This design comes from an exercise in tuning for a short achievable clock period and few clock cycles on the open sky130 flow, not from production work.
The RTL was checked by simulation tests, not by an equivalence proof against the original design.

### config.mk
export PLATFORM = sky130hd
export DESIGN_NAME = conv
export DESIGN_NICKNAME = conv
export VERILOG_FILES = /design/flow/design.v
export SDC_FILE = /design/flow/constraint.sdc
export NUM_CORES = 8
export LEC_CHECK = 0
export CAP_MARGIN = 20
export CORE_MARGIN = 2
export CORE_UTILIZATION = 40
export SLEW_MARGIN = 20
### constraint.sdc
create_clock -name core_clock -period 12.0 [get_ports {clk}]
set_input_delay 2.4000 -clock core_clock [delete_from_list [all_inputs] [get_ports {clk}]]
set_output_delay 2.4000 -clock core_clock [all_outputs]
set_load 0.01 [all_outputs]
### design.v
module conv(
    input rst,
    input clk,
    output reg M0_R_req,
    output [31:0] M0_addr,
    input [31:0] M0_R_data,
    output [3:0] M0_W_req,
    output [31:0] M0_W_data,
    output reg M1_R_req,
    output [31:0] M1_addr,
    input [31:0] M1_R_data,
    output reg [3:0] M1_W_req,
    output reg [31:0] M1_W_data,
    input start,
    output reg finish
);
    assign M0_W_req  = 4'd0;
    assign M0_W_data = 32'd0;
    reg        busy;           
    reg  [9:0] raddr;          
    reg  [9:0] rcnt;           
    reg        rv;             
    reg  [3:0] wsel;           
    reg  [4:0] col;            
    reg  [4:0] row;            
    reg        colok, rowok;   
    reg        ov0, ov1;       
    reg  [9:0] waddr;          
    assign M0_addr = {20'd0, raddr, 2'b00};
    assign M1_addr = {20'd0, waddr, 2'b00};
    wire pix_in = rv & (wsel == 4'd9);
    always @(posedge clk) begin
        if (rst) begin
            busy     <= 1'b0;
            finish   <= 1'b0;
            M0_R_req <= 1'b0;
            rv       <= 1'b0;
            ov0      <= 1'b0;
            ov1      <= 1'b0;
            M1_R_req <= 1'b0;
            M1_W_req <= 4'd0;
            raddr    <= 10'd784;
            waddr    <= 10'd0;
        end else begin
            if (start && !busy && !finish) begin
                busy     <= 1'b1;
                M0_R_req <= 1'b1;
                raddr    <= 10'd784;
                rcnt     <= 10'd0;
                wsel     <= 4'd0;
                col      <= 5'd0;
                row      <= 5'd0;
                colok    <= 1'b0;
                rowok    <= 1'b0;
                waddr    <= 10'd0;
            end
            if (M0_R_req) begin
                rcnt  <= rcnt + 10'd1;
                raddr <= (raddr == 10'd792) ? 10'd0 : raddr + 10'd1;
                if (rcnt == 10'd792) M0_R_req <= 1'b0;
            end
            rv <= M0_R_req;
            if (rv) begin
                if (wsel != 4'd9) wsel <= wsel + 4'd1;
                if (pix_in) begin
                    if (col == 5'd27) begin
                        col   <= 5'd0;
                        colok <= 1'b0;
                        row   <= row + 5'd1;
                        if (row == 5'd1) rowok <= 1'b1;
                    end else begin
                        col <= col + 5'd1;
                        if (col == 5'd1) colok <= 1'b1;
                    end
                end
            end
            ov0 <= pix_in & colok & rowok;
            ov1 <= ov0;
            M1_R_req <= ov1;
            M1_W_req <= {4{ov1}};
            if (M1_R_req) waddr <= waddr + 10'd1;
            if (M1_R_req && waddr == 10'd675) begin
                finish <= 1'b1;
                busy   <= 1'b0;
            end
        end
    end
    reg [31:0] w [0:8];
    reg [34:0] w3 [0:8];
    integer q;
    always @(posedge clk) begin
        for (q = 0; q < 9; q = q + 1) begin
            if (rv && wsel == q) w[q] <= M0_R_data;
            w3[q] <= {{3{w[q][31]}}, w[q]} + {{2{w[q][31]}}, w[q], 1'b0};
        end
    end
    reg [10:0] bneg, bm1, bm2, bm3, bm4;
    wire [34:0] xe = {M0_R_data[31], M0_R_data[31], M0_R_data, 1'b0};
    integer k;
    always @(posedge clk) begin
        for (k = 0; k < 11; k = k + 1) begin
            case (xe[3*k +: 4])
                4'b0000, 4'b1111: {bneg[k], bm1[k], bm2[k], bm3[k], bm4[k]} <= {xe[3*k+3], 4'b0000};
                4'b0001, 4'b0010, 4'b1101, 4'b1110: {bneg[k], bm1[k], bm2[k], bm3[k], bm4[k]} <= {xe[3*k+3], 4'b1000};
                4'b0011, 4'b0100, 4'b1011, 4'b1100: {bneg[k], bm1[k], bm2[k], bm3[k], bm4[k]} <= {xe[3*k+3], 4'b0100};
                4'b0101, 4'b0110, 4'b1001, 4'b1010: {bneg[k], bm1[k], bm2[k], bm3[k], bm4[k]} <= {xe[3*k+3], 4'b0010};
                default: {bneg[k], bm1[k], bm2[k], bm3[k], bm4[k]} <= {xe[3*k+3], 4'b0001};
            endcase
        end
    end
    wire [47:0] pc0_0;
    reg  [47:0] pr0_0;
    wire [47:0] pc0_1;
    reg  [47:0] pr0_1;
    wire [47:0] pc0_2;
    reg  [47:0] pr0_2;
    conv_mul mul0(.w(w[0]), .w3(w3[0]), .neg(bneg), .m1(bm1), .m2(bm2), .m3(bm3), .m4(bm4), .o0(pc0_0), .o1(pc0_1), .o2(pc0_2));
    wire [47:0] pc1_0;
    reg  [47:0] pr1_0;
    wire [47:0] pc1_1;
    reg  [47:0] pr1_1;
    wire [47:0] pc1_2;
    reg  [47:0] pr1_2;
    conv_mul mul1(.w(w[1]), .w3(w3[1]), .neg(bneg), .m1(bm1), .m2(bm2), .m3(bm3), .m4(bm4), .o0(pc1_0), .o1(pc1_1), .o2(pc1_2));
    wire [47:0] pc2_0;
    reg  [47:0] pr2_0;
    wire [47:0] pc2_1;
    reg  [47:0] pr2_1;
    wire [47:0] pc2_2;
    reg  [47:0] pr2_2;
    conv_mul mul2(.w(w[2]), .w3(w3[2]), .neg(bneg), .m1(bm1), .m2(bm2), .m3(bm3), .m4(bm4), .o0(pc2_0), .o1(pc2_1), .o2(pc2_2));
    wire [47:0] pc3_0;
    reg  [47:0] pr3_0;
    wire [47:0] pc3_1;
    reg  [47:0] pr3_1;
    wire [47:0] pc3_2;
    reg  [47:0] pr3_2;
    conv_mul mul3(.w(w[3]), .w3(w3[3]), .neg(bneg), .m1(bm1), .m2(bm2), .m3(bm3), .m4(bm4), .o0(pc3_0), .o1(pc3_1), .o2(pc3_2));
    wire [47:0] pc4_0;
    reg  [47:0] pr4_0;
    wire [47:0] pc4_1;
    reg  [47:0] pr4_1;
    wire [47:0] pc4_2;
    reg  [47:0] pr4_2;
    conv_mul mul4(.w(w[4]), .w3(w3[4]), .neg(bneg), .m1(bm1), .m2(bm2), .m3(bm3), .m4(bm4), .o0(pc4_0), .o1(pc4_1), .o2(pc4_2));
    wire [47:0] pc5_0;
    reg  [47:0] pr5_0;
    wire [47:0] pc5_1;
    reg  [47:0] pr5_1;
    wire [47:0] pc5_2;
    reg  [47:0] pr5_2;
    conv_mul mul5(.w(w[5]), .w3(w3[5]), .neg(bneg), .m1(bm1), .m2(bm2), .m3(bm3), .m4(bm4), .o0(pc5_0), .o1(pc5_1), .o2(pc5_2));
    wire [47:0] pc6_0;
    reg  [47:0] pr6_0;
    wire [47:0] pc6_1;
    reg  [47:0] pr6_1;
    wire [47:0] pc6_2;
    reg  [47:0] pr6_2;
    conv_mul mul6(.w(w[6]), .w3(w3[6]), .neg(bneg), .m1(bm1), .m2(bm2), .m3(bm3), .m4(bm4), .o0(pc6_0), .o1(pc6_1), .o2(pc6_2));
    wire [47:0] pc7_0;
    reg  [47:0] pr7_0;
    wire [47:0] pc7_1;
    reg  [47:0] pr7_1;
    wire [47:0] pc7_2;
    reg  [47:0] pr7_2;
    conv_mul mul7(.w(w[7]), .w3(w3[7]), .neg(bneg), .m1(bm1), .m2(bm2), .m3(bm3), .m4(bm4), .o0(pc7_0), .o1(pc7_1), .o2(pc7_2));
    wire [47:0] pc8_0;
    reg  [47:0] pr8_0;
    wire [47:0] pc8_1;
    reg  [47:0] pr8_1;
    wire [47:0] pc8_2;
    reg  [47:0] pr8_2;
    conv_mul mul8(.w(w[8]), .w3(w3[8]), .neg(bneg), .m1(bm1), .m2(bm2), .m3(bm3), .m4(bm4), .o0(pc8_0), .o1(pc8_1), .o2(pc8_2));
    always @(posedge clk) begin
        pr0_0 <= pc0_0;
        pr0_1 <= pc0_1;
        pr0_2 <= pc0_2;
        pr1_0 <= pc1_0;
        pr1_1 <= pc1_1;
        pr1_2 <= pc1_2;
        pr2_0 <= pc2_0;
        pr2_1 <= pc2_1;
        pr2_2 <= pc2_2;
        pr3_0 <= pc3_0;
        pr3_1 <= pc3_1;
        pr3_2 <= pc3_2;
        pr4_0 <= pc4_0;
        pr4_1 <= pc4_1;
        pr4_2 <= pc4_2;
        pr5_0 <= pc5_0;
        pr5_1 <= pc5_1;
        pr5_2 <= pc5_2;
        pr6_0 <= pc6_0;
        pr6_1 <= pc6_1;
        pr6_2 <= pc6_2;
        pr7_0 <= pc7_0;
        pr7_1 <= pc7_1;
        pr7_2 <= pc7_2;
        pr8_0 <= pc8_0;
        pr8_1 <= pc8_1;
        pr8_2 <= pc8_2;
    end
    reg [31:0] r [0:7];
    reg [31:0] d2 [0:24];
    reg [31:0] d5 [0:24];
    wire [47:0] s0 = (pr0_0 + pr0_1 + pr0_2);
    wire [47:0] s1 = ({r[0], 16'd0} + pr1_0 + pr1_1 + pr1_2);
    wire [47:0] s2 = ({r[1], 16'd0} + pr2_0 + pr2_1 + pr2_2);
    wire [47:0] s3 = ({d2[24], 16'd0} + pr3_0 + pr3_1 + pr3_2);
    wire [47:0] s4 = ({r[3], 16'd0} + pr4_0 + pr4_1 + pr4_2);
    wire [47:0] s5 = ({r[4], 16'd0} + pr5_0 + pr5_1 + pr5_2);
    wire [47:0] s6 = ({d5[24], 16'd0} + pr6_0 + pr6_1 + pr6_2);
    wire [47:0] s7 = ({r[6], 16'd0} + pr7_0 + pr7_1 + pr7_2);
    wire [47:0] s8 = ({r[7], 16'd0} + pr8_0 + pr8_1 + pr8_2);
    integer j;
    always @(posedge clk) begin
        r[0] <= s0[47:16];
        r[1] <= s1[47:16];
        r[2] <= s2[47:16];
        r[3] <= s3[47:16];
        r[4] <= s4[47:16];
        r[5] <= s5[47:16];
        r[6] <= s6[47:16];
        r[7] <= s7[47:16];
        d2[0] <= r[2];
        d5[0] <= r[5];
        for (j = 1; j < 25; j = j + 1) begin
            d2[j] <= d2[j-1];
            d5[j] <= d5[j-1];
        end
        M1_W_data <= s8[47:16];
    end
endmodule
module conv_mul(
    input  [31:0] w,               
    input  [34:0] w3,               
    input  [10:0] neg,             
    input  [10:0] m1, m2, m3, m4,  
    output [47:0] o0, o1, o2
);
    wire [34:0] w1 = {{3{w[31]}}, w};
    wire [34:0] w2 = {{2{w[31]}}, w, 1'b0};
    wire [34:0] w4 = {{1{w[31]}}, w, 2'b0};
    wire [34:0] mag0 = ({35{m1[0]}} & w1) | ({35{m2[0]}} & w2) | ({35{m3[0]}} & w3) | ({35{m4[0]}} & w4);
    wire [34:0] v0 = mag0 ^ {35{neg[0]}};
    wire [47:0] pp0 = {13'd0, {~v0[34], v0[33:0]}};
    wire [34:0] mag1 = ({35{m1[1]}} & w1) | ({35{m2[1]}} & w2) | ({35{m3[1]}} & w3) | ({35{m4[1]}} & w4);
    wire [34:0] v1 = mag1 ^ {35{neg[1]}};
    wire [47:0] pp1 = {10'd0, {~v1[34], v1[33:0]}, 3'd0};
    wire [34:0] mag2 = ({35{m1[2]}} & w1) | ({35{m2[2]}} & w2) | ({35{m3[2]}} & w3) | ({35{m4[2]}} & w4);
    wire [34:0] v2 = mag2 ^ {35{neg[2]}};
    wire [47:0] pp2 = {7'd0, {~v2[34], v2[33:0]}, 6'd0};
    wire [34:0] mag3 = ({35{m1[3]}} & w1) | ({35{m2[3]}} & w2) | ({35{m3[3]}} & w3) | ({35{m4[3]}} & w4);
    wire [34:0] v3 = mag3 ^ {35{neg[3]}};
    wire [47:0] pp3 = {4'd0, {~v3[34], v3[33:0]}, 9'd0};
    wire [34:0] mag4 = ({35{m1[4]}} & w1) | ({35{m2[4]}} & w2) | ({35{m3[4]}} & w3) | ({35{m4[4]}} & w4);
    wire [34:0] v4 = mag4 ^ {35{neg[4]}};
    wire [47:0] pp4 = {1'd0, {~v4[34], v4[33:0]}, 12'd0};
    wire [34:0] mag5 = ({35{m1[5]}} & w1) | ({35{m2[5]}} & w2) | ({35{m3[5]}} & w3) | ({35{m4[5]}} & w4);
    wire [34:0] v5 = mag5 ^ {35{neg[5]}};
    wire [47:0] pp5 = {v5[32:0], 15'd0};
    wire [34:0] mag6 = ({35{m1[6]}} & w1) | ({35{m2[6]}} & w2) | ({35{m3[6]}} & w3) | ({35{m4[6]}} & w4);
    wire [34:0] v6 = mag6 ^ {35{neg[6]}};
    wire [47:0] pp6 = {v6[29:0], 18'd0};
    wire [34:0] mag7 = ({35{m1[7]}} & w1) | ({35{m2[7]}} & w2) | ({35{m3[7]}} & w3) | ({35{m4[7]}} & w4);
    wire [34:0] v7 = mag7 ^ {35{neg[7]}};
    wire [47:0] pp7 = {v7[26:0], 21'd0};
    wire [34:0] mag8 = ({35{m1[8]}} & w1) | ({35{m2[8]}} & w2) | ({35{m3[8]}} & w3) | ({35{m4[8]}} & w4);
    wire [34:0] v8 = mag8 ^ {35{neg[8]}};
    wire [47:0] pp8 = {v8[23:0], 24'd0};
    wire [34:0] mag9 = ({35{m1[9]}} & w1) | ({35{m2[9]}} & w2) | ({35{m3[9]}} & w3) | ({35{m4[9]}} & w4);
    wire [34:0] v9 = mag9 ^ {35{neg[9]}};
    wire [47:0] pp9 = {v9[20:0], 27'd0};
    wire [34:0] mag10 = ({35{m1[10]}} & w1) | ({35{m2[10]}} & w2) | ({35{m3[10]}} & w3) | ({35{m4[10]}} & w4);
    wire [34:0] v10 = mag10 ^ {35{neg[10]}};
    wire [47:0] pp10 = {v10[17:0], 30'd0};
    wire [47:0] nc = {1'b1, 1'b0, 1'b1, 1'b1, 1'b0, 1'b1, 1'b1, 1'b0, 1'b1, 1'b1, 1'b0, 1'b1, 1'b1, 1'b1, 1'b0, 1'b0, 1'b0, neg[10], 1'b0, 1'b0, neg[9], 1'b0, 1'b0, neg[8], 1'b0, 1'b0, neg[7], 1'b0, 1'b0, neg[6], 1'b0, 1'b0, neg[5], 1'b0, 1'b0, neg[4], 1'b0, 1'b0, neg[3], 1'b0, 1'b0, neg[2], 1'b0, 1'b0, neg[1], 1'b0, 1'b0, neg[0]};
    wire [47:0] tl0s0 = pp0 ^ pp1 ^ pp2;
    wire [47:0] tl0c0 = {(pp0[46:0] & pp1[46:0]) | (pp0[46:0] & pp2[46:0]) | (pp1[46:0] & pp2[46:0]), 1'b0};
    wire [47:0] tl0s1 = pp3 ^ pp4 ^ pp5;
    wire [47:0] tl0c1 = {(pp3[46:0] & pp4[46:0]) | (pp3[46:0] & pp5[46:0]) | (pp4[46:0] & pp5[46:0]), 1'b0};
    wire [47:0] tl0s2 = pp6 ^ pp7 ^ pp8;
    wire [47:0] tl0c2 = {(pp6[46:0] & pp7[46:0]) | (pp6[46:0] & pp8[46:0]) | (pp7[46:0] & pp8[46:0]), 1'b0};
    wire [47:0] tl0s3 = pp9 ^ pp10 ^ nc;
    wire [47:0] tl0c3 = {(pp9[46:0] & pp10[46:0]) | (pp9[46:0] & nc[46:0]) | (pp10[46:0] & nc[46:0]), 1'b0};
    wire [47:0] tl1s0 = tl0s0 ^ tl0c0 ^ tl0s1;
    wire [47:0] tl1c0 = {(tl0s0[46:0] & tl0c0[46:0]) | (tl0s0[46:0] & tl0s1[46:0]) | (tl0c0[46:0] & tl0s1[46:0]), 1'b0};
    wire [47:0] tl1s1 = tl0c1 ^ tl0s2 ^ tl0c2;
    wire [47:0] tl1c1 = {(tl0c1[46:0] & tl0s2[46:0]) | (tl0c1[46:0] & tl0c2[46:0]) | (tl0s2[46:0] & tl0c2[46:0]), 1'b0};
    wire [47:0] tl2s0 = tl1s0 ^ tl1c0 ^ tl1s1;
    wire [47:0] tl2c0 = {(tl1s0[46:0] & tl1c0[46:0]) | (tl1s0[46:0] & tl1s1[46:0]) | (tl1c0[46:0] & tl1s1[46:0]), 1'b0};
    wire [47:0] tl2s1 = tl1c1 ^ tl0s3 ^ tl0c3;
    wire [47:0] tl2c1 = {(tl1c1[46:0] & tl0s3[46:0]) | (tl1c1[46:0] & tl0c3[46:0]) | (tl0s3[46:0] & tl0c3[46:0]), 1'b0};
    wire [47:0] tl3s0 = tl2s0 ^ tl2c0 ^ tl2s1;
    wire [47:0] tl3c0 = {(tl2s0[46:0] & tl2c0[46:0]) | (tl2s0[46:0] & tl2s1[46:0]) | (tl2c0[46:0] & tl2s1[46:0]), 1'b0};
    assign o0 = tl3s0;
    assign o1 = tl3c0;
    assign o2 = tl2c1;
endmodule
### run.sh
#!/bin/bash
# synth_recipe.tcl (not shown) runs the flow's synth.tcl, then flattens the netlist and writes it again
# the make line also repeats each setting of config.mk as NAME=value (left out here)
make -C /OpenROAD-flow-scripts/flow DESIGN_CONFIG=/design/flow/config.mk WORK_HOME=/design/flow/orfs CLKGATE_MAP_FILE= SYNTH_SCRIPT=/design/flow/synth_recipe.tcl finish
==> impl_metrics.yaml <==
job:
  drv_cap: 0
route:
  drt_wl_total_um: 951000
  dr.first_iter.drc_count: 31000
  dr.pass1.iters: 14
  via_per_inst: 6.32
  vias: 207000
  antenna_left: 0
  drc: 0
  wl_per_cell_um: 29.0
sta:
  maxSlewViolCount: 27
  finClkSkew_ns: 0.145
  setup_violations: 0
  rsz0062_at_grt: "false"
  slew_headroom_pct: -2.45
  hold_viol: 0
  fin_crit_ns: 6.06
  finalCritPeriodShare_pct: 50.5
  worst_pin_slew_ns: 1.54
  fmax_mhz: 165
  tns_ns: 0
worst_setup_path:
  critPathLaunchType: "flip-flop"
  path_max_fanout: 65
  required_ns: 12.91
  cp_common_cell: "fa_1"
  crit_arrival_ns: 6.97
  worst-setup-path-type: "flip-flop to flip-flop"
  path_cells: "inv_8 > buf_4 > buf_4 > xnor2_1 > fa_1 > fa_1 > fa_1 > inv_1 > fa_1"
  critical_path.top_delay_family: "buffers and inverters"
  cp_slowest_cell: "buf_4"
  max_stage_delay_ns: 0.85
  end_kind: "flip-flop"
  path_buf_inv: 4
final_layout:
  n_fill_cell: 61000
  layout_common_cells: "inv_1, dfxtp_1, xnor2_1, a22o_1, a221oi_1"
  nNetsFinal: 27600
  final-seq-area_um2: 75400
  drive_gt1_share_pct: 5.53
  final_common_cell: "inv_1"
  area_growth_pct: 7.80
  multi_input_area_um2: 160000
yosys:
  synthesis.area_um2: 259000
  async_reset_ff_share_pct: 0
  synth_warnings: 11
  synth_edf_count: 314
  ys_seq_elements: 3597
  ys_types: 85
  netlist_instances: 25400
  ys_dominant_reg_cell: "dfxtp_1"
  synth_area_per_cell_um2: 10.2
  yosysSeqAreaShare_pct: 29.0
clocking:
  ctsRootBufferMaster: "clkbuf_16"
  cts_setup_buffers: 0
  cts_tree: "built"
  cts_buffer_depth: 4
  path_clk_slew_ns: 0.06
  cts_buffers: 393
  cts.sinks: 3597
  h-tree-depth: 5
  holdBufCountCts: 0
  clk_latency_ns: 1.11
  cts.repair.resized: 0
floorplanning:
  start_util_pct: 40.1
  fp.dieW_um: 808
  die_y_um: 808
  core_area_um2: 645000
  dieArea_um2: 654000
  io_pins: 206
  placementRows: 295
global_routing:
  antenna_found_initial: 73
  grt_first_pass_wirelength_um: 1400000
  grt_remaining_overflow: 0
  track_usage_pct: 28.1
  first_global_vias: 205000
  grt_max_degree: 140
outcome:
  status: "failed layout checks"
  violations: "max-slew violations"
placement:
  gp_congestion: 0.919
  place_hpwl_um: 593000
  port_buffers: 93
power_and_ir_drop:
  peakVddDrop_mv: 0.606
  leakage_nw: 119
  total_power_w: 0.0918
  powerDensity_nw_per_um2: 329
hold_path:
  hp-class: "flip-flop to flip-flop"
==> area by class of cell <==
type / instances / area share [%]
clock inverters: 200 / 1.02
inverters: 3662 / 4.94
diodes: 123 / 0.110
repair buffers: 601 / 1.88
clock buffers: 529 / 3.96
multi-input cells: 15400 / 57.2
flip-flops and latches: 3597 / 27.0
well taps: 8613 / 3.86
==> path summary, 6_finish.rpt <==
check | start | endpoint | slack [ns] | cells after the start
worst min register to register | d2[10][6]$_DFF_P_ | d2[11][6]$_DFF_P_ | 0.26 | 0
worst max-delay path | bneg[5]$_DFF_P_ | pr0_0[30]$_DFF_P_ | 5.94 | 9
worst max register to register | bneg[5]$_DFF_P_ | pr0_0[30]$_DFF_P_ | 5.94 | 9
worst min-delay path | d2[10][6]$_DFF_P_ | d2[11][6]$_DFF_P_ | 0.26 | 0
==> logic make-up (layout without fill, tap and decap cells) <==
group	Yosys count	in the layout	share of synthesized area [%]
flops	3597	3597	29.0
buf+inv	6419	4992	9.43
compound gates	6662	6662	21.4
other cells	1	203	0.00145
mux	12	12	0.0474
xor+xnor	3528	3528	12.0
fa+ha+maj	3909	3909	25.7
simple gates	1233	1233	2.35
==> metal layers <==
metal	track usage [%]	up-vias	part of all wire, %
li1	-	84800	-
met2	39.9	16500	40
met4	18.0	41	7.5
met1	35.7	102000	38
met3	10.8	4156	14
met5	0.132	-	0.041
==> report_power, final <==
part / switching (W) / internal [W]
clock: 0.00537 / 0.00748
sequential: 0.00203 / 0.0185
combinational: 0.0363 / 0.0221
==> cell usage after synthesis, types with 273 or more instances <==
library cell	number	share of area (%)
nand2_1	273	0.40
ha_1	1528	7.4
a22o_1	2469	8.4
fa_1	2363	18
xor2_1	795	2.7
a21oi_1	424	0.82
nor2_1	339	0.49
dfxtp_1	3283	25
a222oi_1	288	1.1
inv_1	3657	5.3
buf_1	337	0.49
clkbuf_1	2335	3.4
a221oi_1	2445	8.3
edfxtp_1	314	3.6
xnor2_1	2724	9.2
==> metrics by stage <==
step | hold slack, ns | worst slack, ns | utilization, % | area, um^2 | instances
floorplan | 0.310 | 7.56 | - | 259000 | 25400
global placement | 0.310 | 6.29 | 41.0 | 265000 | 31900
detailed placement | 0.312 | 6.29 | 41.0 | 265000 | 31900
CTS | 0.257 | 6.18 | 43.2 | 279000 | 32600
global route | 0.270 | 5.98 | 43.2 | 279000 | 32700
finish | 0.259 | 5.94 | 43.2 | 279000 | 32700
==> flip-flops by register name (all words and copies together), names as in the netlist, 256 cells and up <==
| name | cells |
|---|---|
| w3 | 306 |
| r | 256 |
| w | 288 |
| d2 | 800 |
| d5 | 800 |
Testbench counts, summed over its fixed seeds: cycles 25,536.

-- what the ideal ports hide --
In the flow no input, the clock included, has a driving cell. The finished layout below was timed again as built, in two steps. Step 1 assumes that a clkbuf_16 drives the clock port and a buf_2 every other input. Step 2, shift: input delay + t, output delay - t, t = (earliest + latest rising clock arrival at the registers) / 2. This alone moves slack from input paths to output paths. Slacks: ideal / step 1 / step 2; pairs: ideal / step 1.
shift t [ns]: 1.176
setup WS [ns]: 5.941 / 5.941 / 5.941
latest minus earliest clock arrival (ns): 0.148 / 0.148
slew at the worst register clock pin (ns): 0.08 / 0.08
The setup slack of this run moves by 0.000 ns with the drivers and by 0.000 ns with both steps.
